From an optimization exercise on the open Yosys and OpenROAD flow, aimed at small area, a short achievable clock period and few clock cycles; shortcuts taken in it are not production practice.
At most, simulation tests tie the RTL to the original design; equivalence was not proved.
Power figures rest on the tool's default switching activity, not on a simulated workload.

==> inputs of v30 <==
==> flow/design.v <==
module ALU(
  input  logic [31:0] a,
  input  logic [31:0] b,
  input  logic [3:0]  aluOp,
  output logic [31:0] sum,
  output logic        eq,
  output logic        lts,
  output logic        ltu,
  output logic [31:0] alures);
  logic [32:0] diff;
  logic [31:0] shr;
  assign sum  = a + b;
  assign diff = {1'b0, a} - {1'b0, b};
  assign eq   = a == b;
  assign ltu  = diff[32];
  assign lts  = (a[31] ^ b[31]) ? a[31] : diff[31];
  assign shr  = $unsigned($signed({aluOp[3] & a[31], a}) >>> b[4:0]);
  always_comb begin
    case (aluOp[2:0])
      3'b000: alures = aluOp[3] ? diff[31:0] : sum;
      3'b001: alures = a << b[4:0];
      3'b010: alures = {31'b0, lts};
      3'b011: alures = {31'b0, ltu};
      3'b100: alures = a ^ b;
      3'b101: alures = shr;
      3'b110: alures = a | b;
      default: alures = a & b;
    endcase
  end
endmodule
module addInst(address, newAddress);
  input logic [31:0] address;
  output logic [31:0] newAddress;
  always @(*)
    newAddress = address + 32'h4;
endmodule
module branchUnit(
  input  logic [2:0] funct3,
  input  logic       eq,
  input  logic       lts,
  input  logic       ltu,
  output logic       taken);
  always_comb begin
    case (funct3)
      3'b000:  taken = eq;
      3'b001:  taken = ~eq;
      3'b100:  taken = lts;
      3'b101:  taken = ~lts;
      3'b110:  taken = ltu;
      3'b111:  taken = ~ltu;
      default: taken = 1'b0;
    endcase
  end
endmodule
module controlUnit(
  input  logic [31:0] inst,
  output logic        regWr,      
  output logic        isLoad,
  output logic        isStore,
  output logic        isBranch,
  output logic        isJal,
  output logic        isJalr,
  output logic        useRs2,     
  output logic [3:0]  aluOp,      
  output logic [1:0]  resSel);    
  logic [6:0] op;
  logic [2:0] f3;
  logic isLui, isAuipc, isOpImm, isOp;
  assign op = inst[6:0];
  assign f3 = inst[14:12];
  assign isLui    = op == 7'b0110111;
  assign isAuipc  = op == 7'b0010111;
  assign isJal    = op == 7'b1101111;
  assign isJalr   = op == 7'b1100111;
  assign isBranch = op == 7'b1100011;
  assign isLoad   = op == 7'b0000011;
  assign isStore  = op == 7'b0100011;
  assign isOpImm  = op == 7'b0010011;
  assign isOp     = op == 7'b0110011;
  assign regWr  = (isLui | isAuipc | isJal | isJalr | isLoad | isOpImm | isOp) && inst[11:7] != 5'd0;
  assign useRs2 = isOp | isBranch;
  assign aluOp  = isOp    ? {inst[30], f3} :
                  isOpImm ? {(f3 == 3'b101) & inst[30], f3} : 4'b0000;
  assign resSel = isLui ? 2'd1 : isAuipc ? 2'd2 : (isJal | isJalr) ? 2'd3 : 2'd0;
endmodule
module ImmGen(
  input  logic [31:0] inst,
  output logic [31:0] immExt);
  logic [6:0] op;
  assign op = inst[6:0];
  always_comb begin
    case (op)
      7'b0100011: immExt = {{20{inst[31]}}, inst[31:25], inst[11:7]};                        
      7'b1100011: immExt = {{19{inst[31]}}, inst[31], inst[7], inst[30:25], inst[11:8], 1'b0};  
      7'b0110111,
      7'b0010111: immExt = {inst[31:12], 12'b0};                                                
      7'b1101111: immExt = {{11{inst[31]}}, inst[31], inst[19:12], inst[20], inst[30:21], 1'b0};  
      default:    immExt = {{20{inst[31]}}, inst[31:20]};                                       
    endcase
  end
endmodule
module Mux2t1(data0, data1, select, dataOut);
  input logic select;
  input logic [31:0] data0;
  input logic [31:0] data1;
  output logic [31:0] dataOut;
  always @(*) begin
    if (select == 1) dataOut = data1;
    else dataOut = data0;
  end
endmodule
module Mux3t1(data0, data1, data2, select, dataOut);
  input logic [1:0] select;
  input logic [31:0] data0;
  input logic [31:0] data1;
  input logic [31:0] data2;
  output logic [31:0] dataOut;
  always @(*) begin
    case(select)
      2'b00: dataOut = data0;
      2'b01: dataOut = data1;
      2'b10: dataOut = data2;
      default: dataOut = data0;
    endcase
  end
endmodule
module progCount(addressIn, addressOut, clk, rst);
  input logic clk;
  input logic rst;
  input logic [31:0] addressIn;
  output logic [31:0] addressOut;
  always @(posedge clk or posedge rst) begin
    if (rst)
      addressOut <= 32'b0;
    else
      addressOut <= addressIn;
  end
endmodule
module RegisterFile (
    input  logic        clk,
    input  logic        we,
    input  logic [4:0]  wrAddr,
    input  logic [31:0] wrData,
    input  logic [4:0]  rdAddr1,
    input  logic [4:0]  rdAddr2,
    output logic [31:0] rdData1,
    output logic [31:0] rdData2);
  logic [31:1][31:0] regs;
  genvar i;
  for (i = 1; i < 32; i = i + 1) begin : g_reg
    always_ff @(posedge clk)
      if (we && wrAddr == i) regs[i] <= wrData;
  end
  always_comb begin
    rdData1 = 32'b0;
    rdData2 = 32'b0;
    for (int k = 1; k < 32; k = k + 1) begin
      rdData1 = rdData1 | ({32{rdAddr1 == k}} & regs[k]);
      rdData2 = rdData2 | ({32{rdAddr2 == k}} & regs[k]);
    end
  end
endmodule
module loadStoreUnit(
  input  logic [2:0]  funct3,
  input  logic        store,
  input  logic [1:0]  addrLo,
  input  logic [31:0] dataWr,
  input  logic [31:0] memRdata,
  output logic [31:0] memWdata,
  output logic [3:0]  memWstrb,
  output logic [31:0] dataRd);
  logic [7:0]  byteRd;
  logic [15:0] halfRd;
  always_comb begin
    case (addrLo)
      2'b00:   byteRd = memRdata[7:0];
      2'b01:   byteRd = memRdata[15:8];
      2'b10:   byteRd = memRdata[23:16];
      default: byteRd = memRdata[31:24];
    endcase
    halfRd = addrLo[1] ? memRdata[31:16] : memRdata[15:0];
    case (funct3)
      3'b000:  dataRd = {{24{byteRd[7]}}, byteRd};
      3'b001:  dataRd = {{16{halfRd[15]}}, halfRd};
      3'b100:  dataRd = {24'h0, byteRd};
      3'b101:  dataRd = {16'h0, halfRd};
      default: dataRd = memRdata;
    endcase
  end
  always_comb begin
    case (funct3[1:0])
      2'b00: begin
        memWdata = {4{dataWr[7:0]}};
        memWstrb = 4'b0001 << addrLo;
      end
      2'b01: begin
        memWdata = {2{dataWr[15:0]}};
        memWstrb = addrLo[1] ? 4'b1100 : 4'b0011;
      end
      default: begin
        memWdata = dataWr;
        memWstrb = 4'b1111;
      end
    endcase
    if (!store) memWstrb = 4'b0000;
  end
endmodule
module procMonoc(
  input  logic        clk,
  input  logic        rst,
  output logic [31:0] imem_addr,
  input  logic [31:0] imem_rdata,
  output logic [31:0] dmem_addr,
  output logic [31:0] dmem_wdata,
  output logic [3:0]  dmem_wstrb,
  output logic        dmem_we,
  input  logic [31:0] dmem_rdata);
  logic [31:0] pcE;       
  logic [31:0] aE;        
  logic [31:0] bE;        
  logic [31:0] cE;        
  logic [4:0]  rdE;
  logic        wrE, ldE, stE, brE, jalE, jalrE;
  logic [2:0]  f3E;
  logic [3:0]  aluOpE;
  logic [1:0]  resSelE;
  logic [31:0] sum, aluRes, pc4, tgt, res, ldData, wbData, npc;
  logic        eq, lts, ltu, taken;
  ALU alu(.a(aE), .b(bE), .aluOp(aluOpE), .sum(sum), .eq(eq), .lts(lts), .ltu(ltu), .alures(aluRes));
  branchUnit bu(.funct3(f3E), .eq(eq), .lts(lts), .ltu(ltu), .taken(taken));
  assign pc4 = pcE + 32'd4;
  assign tgt = pcE + cE;
  always_comb begin
    if (jalrE)                    npc = {sum[31:1], 1'b0};
    else if (jalE | (brE & taken)) npc = tgt;
    else                          npc = pc4;
  end
  assign imem_addr = npc;
  always_comb begin
    case (resSelE)
      2'd0: res = aluRes;
      2'd1: res = bE;
      2'd2: res = tgt;
      default: res = pc4;
    endcase
  end
  loadStoreUnit lsu(.funct3(f3E), .store(stE), .addrLo(sum[1:0]), .dataWr(cE), .memRdata(dmem_rdata),
                    .memWdata(dmem_wdata), .memWstrb(dmem_wstrb), .dataRd(ldData));
  assign dmem_addr = sum;
  assign dmem_we   = stE;
  assign wbData = ldE ? ldData : res;
  logic [31:0] inst, imm, rd1, rd2, rs1v, rs2v;
  logic        regWr, isLoad, isStore, isBranch, isJal, isJalr, useRs2;
  logic [3:0]  aluOp;
  logic [1:0]  resSel;
  assign inst = imem_rdata;
  controlUnit cu(.inst(inst), .regWr(regWr), .isLoad(isLoad), .isStore(isStore), .isBranch(isBranch),
                 .isJal(isJal), .isJalr(isJalr), .useRs2(useRs2), .aluOp(aluOp), .resSel(resSel));
  ImmGen ig(.inst(inst), .immExt(imm));
  RegisterFile rf(.clk(clk), .we(wrE), .wrAddr(rdE), .wrData(wbData),
                  .rdAddr1(inst[19:15]), .rdAddr2(inst[24:20]), .rdData1(rd1), .rdData2(rd2));
  assign rs1v = (wrE && rdE == inst[19:15]) ? wbData : rd1;
  assign rs2v = (wrE && rdE == inst[24:20]) ? wbData : rd2;
  always_ff @(posedge clk or posedge rst) begin
    if (rst) begin
      pcE   <= 32'hFFFF_FFFC;    
      wrE   <= 1'b0;
      stE   <= 1'b0;
      brE   <= 1'b0;
      jalE  <= 1'b0;
      jalrE <= 1'b0;
    end else begin
      pcE   <= npc;
      wrE   <= regWr;
      stE   <= isStore;
      brE   <= isBranch;
      jalE  <= isJal;
      jalrE <= isJalr;
    end
  end
  always_ff @(posedge clk) begin
    aE      <= rs1v;
    bE      <= useRs2 ? rs2v : imm;
    cE      <= isStore ? rs2v : imm;
    rdE     <= inst[11:7];
    ldE     <= isLoad;
    f3E     <= inst[14:12];
    aluOpE  <= aluOp;
    resSelE <= resSel;
  end
endmodule
==> flow/run.sh <==
#!/bin/bash
# synth_recipe.tcl (not shown) runs the flow's synth.tcl, then flattens the netlist and writes it again
# the make line also repeats each setting of config.mk as NAME=value (left out here)
make -C /OpenROAD-flow-scripts/flow DESIGN_CONFIG=/design/flow/config.mk WORK_HOME=/design/flow/orfs CLKGATE_MAP_FILE= SYNTH_SCRIPT=/design/flow/synth_recipe.tcl finish
==> flow/config.mk <==
export PLATFORM = sky130hd
export DESIGN_NAME = procMonoc
export DESIGN_NICKNAME = procMonoc
export VERILOG_FILES = /design/flow/design.v
export SDC_FILE = /design/flow/constraint.sdc
export NUM_CORES = 4
export LEC_CHECK = 0
export CAP_MARGIN = 20
export CORE_MARGIN = 2
export CORE_UTILIZATION = 35
export SETUP_SLACK_MARGIN = 0.3
export SLEW_MARGIN = 20
==> flow/constraint.sdc <==
create_clock -name core_clock -period 12.5 [get_ports {clk}]
set_input_delay 2.5000 -clock core_clock [delete_from_list [all_inputs] [get_ports {clk}]]
set_output_delay 2.5000 -clock core_clock [all_outputs]
set_load 0.01 [all_outputs]
==> v19 (differences from v30) <==
==> flow/design.v, changed modules only <==
module ALU(
  input  logic [31:0] a,
  input  logic [31:0] b,
  input  logic [3:0]  aluOp,
  output logic [31:0] sum,
  output logic        eq,
  output logic        lts,
  output logic        ltu,
  output logic [31:0] alures);
  logic [32:0] diff;
  assign sum  = a + b;
  assign diff = {1'b0, a} - {1'b0, b};
  assign eq   = a == b;
  assign ltu  = diff[32];
  assign lts  = (a[31] ^ b[31]) ? a[31] : diff[31];
  logic        shl;
  logic [31:0] shIn, shOut, shlOut;
  assign shl = aluOp[2:0] == 3'b001;
  always_comb
    for (int k = 0; k < 32; k = k + 1) shIn[k] = shl ? a[31 - k] : a[k];
  assign shOut = $unsigned($signed({aluOp[3] & a[31], shIn}) >>> b[4:0]);
  always_comb
    for (int k = 0; k < 32; k = k + 1) shlOut[k] = shOut[31 - k];
  always_comb begin
    case (aluOp[2:0])
      3'b000: alures = aluOp[3] ? diff[31:0] : sum;
      3'b001: alures = shlOut;
      3'b010: alures = {31'b0, lts};
      3'b011: alures = {31'b0, ltu};
      3'b100: alures = a ^ b;
      3'b101: alures = shOut;
      3'b110: alures = a | b;
      default: alures = a & b;
    endcase
  end
endmodule
==> flow/flow/run.sh (new file) <==
#!/bin/bash
# Layout: the standard flow (standard.sh, unchanged synthesis), with the
# timing repair aiming at a shorter period than the clock constraint: the
# repair's setup margin (SETUP_SLACK_MARGIN) is set from flow/margin.txt.
set -euo pipefail
cd "$(dirname "$0")/.."
MARGIN=$(cat flow/margin.txt)
sed -E "s/\"\\\$\{@:-finish\}\"/SETUP_SLACK_MARGIN=$MARGIN \"\${@:-finish}\"/" standard.sh > flow_std.sh
grep -q "SETUP_SLACK_MARGIN=$MARGIN " flow_std.sh
bash flow_std.sh > flow_make.log 2>&1
==> flow/flow/margin.txt (new file) <==
8
==> flow/standard.sh (new file) <==
#!/bin/bash
# synth_recipe.tcl (not shown) runs the flow's synth.tcl, then flattens the netlist and writes it again
# the make line also repeats each setting of config.mk as NAME=value (left out here)
make -C /OpenROAD-flow-scripts/flow DESIGN_CONFIG=/design/flow/config.mk WORK_HOME=/design/flow/orfs CLKGATE_MAP_FILE= SYNTH_SCRIPT=/design/flow/synth_recipe.tcl "${@:-finish}"
Settings changed: SETUP_SLACK_MARGIN 0.3 to default.
removed: flow/run.sh
==> notes <==
- v19 produced a layout that fails on max-capacitance violations, max-slew violations. v30 produced a clean layout.
- Against v30, the cell area of v19 is larger by 14%.
- Of v19 and v30, v19 has the higher core utilization (gap 5.6 points).
- Flip-flop and latch count is the same in v30 and v19.
- Count of clock-buffer cells in the layout is the same in v19 and v30.
==> figures <==
item                                                                                                               v19        v30
Result of the run                                                                             finished with violations  timing/DRC/antenna clean
Layout check failures                                                  max-capacitance violations, max-slew violations          -
Total Wirelength                                                                                                368 mm     335 mm
Seq. pwr                                                                                                     0.00486 W  0.00487 W
Post-detail-place hpwl                                                                                          212 mm     208 mm
Setup slack, reg-to-reg                                                                                        6830 ps    4910 ps
Proportion of cell area occupied by multi-input gates                                                            38.2%      37.5%
Number of maximum-capacitance constraint violations                                                                  2          0
Internal power                                                                                               0.00861 W  0.00770 W
Via count of the first global-routing pass                                                                       55000      51800
Parity-gate share of the synthesized area counting xor and xnor cells                                            1.64%      1.70%
Testbench counts of v30, summed over its fixed seeds: cycles 212,704.
Function not checked in v19: the RTL went through the layout flow alone.

## static timing again, ports no longer ideal
In the flow no input, the clock included, has a driving cell. The finished layouts below were timed again as built, in two steps. Step 1 sets driving cells, clkbuf_16 on the clock port and buf_2 on the other inputs (assumed; they add their load-dependent delay and slew). Step 2 also shifts input and output timing later by t, the mid clock arrival at the registers, as if the neighbouring blocks saw the same clock. Three values: ideal ports, drivers, drivers and shift; two values: the first two.
run	t, ns	setup WS [ns]	latest minus earliest clock arrival (ns)	cell pins on the clock port's net
v30	0.852	1.800 / 1.721 / 2.573	0.091 / 0.090	1
v19	0.886	4.951 / 4.865 / 5.751	0.106 / 0.105	1
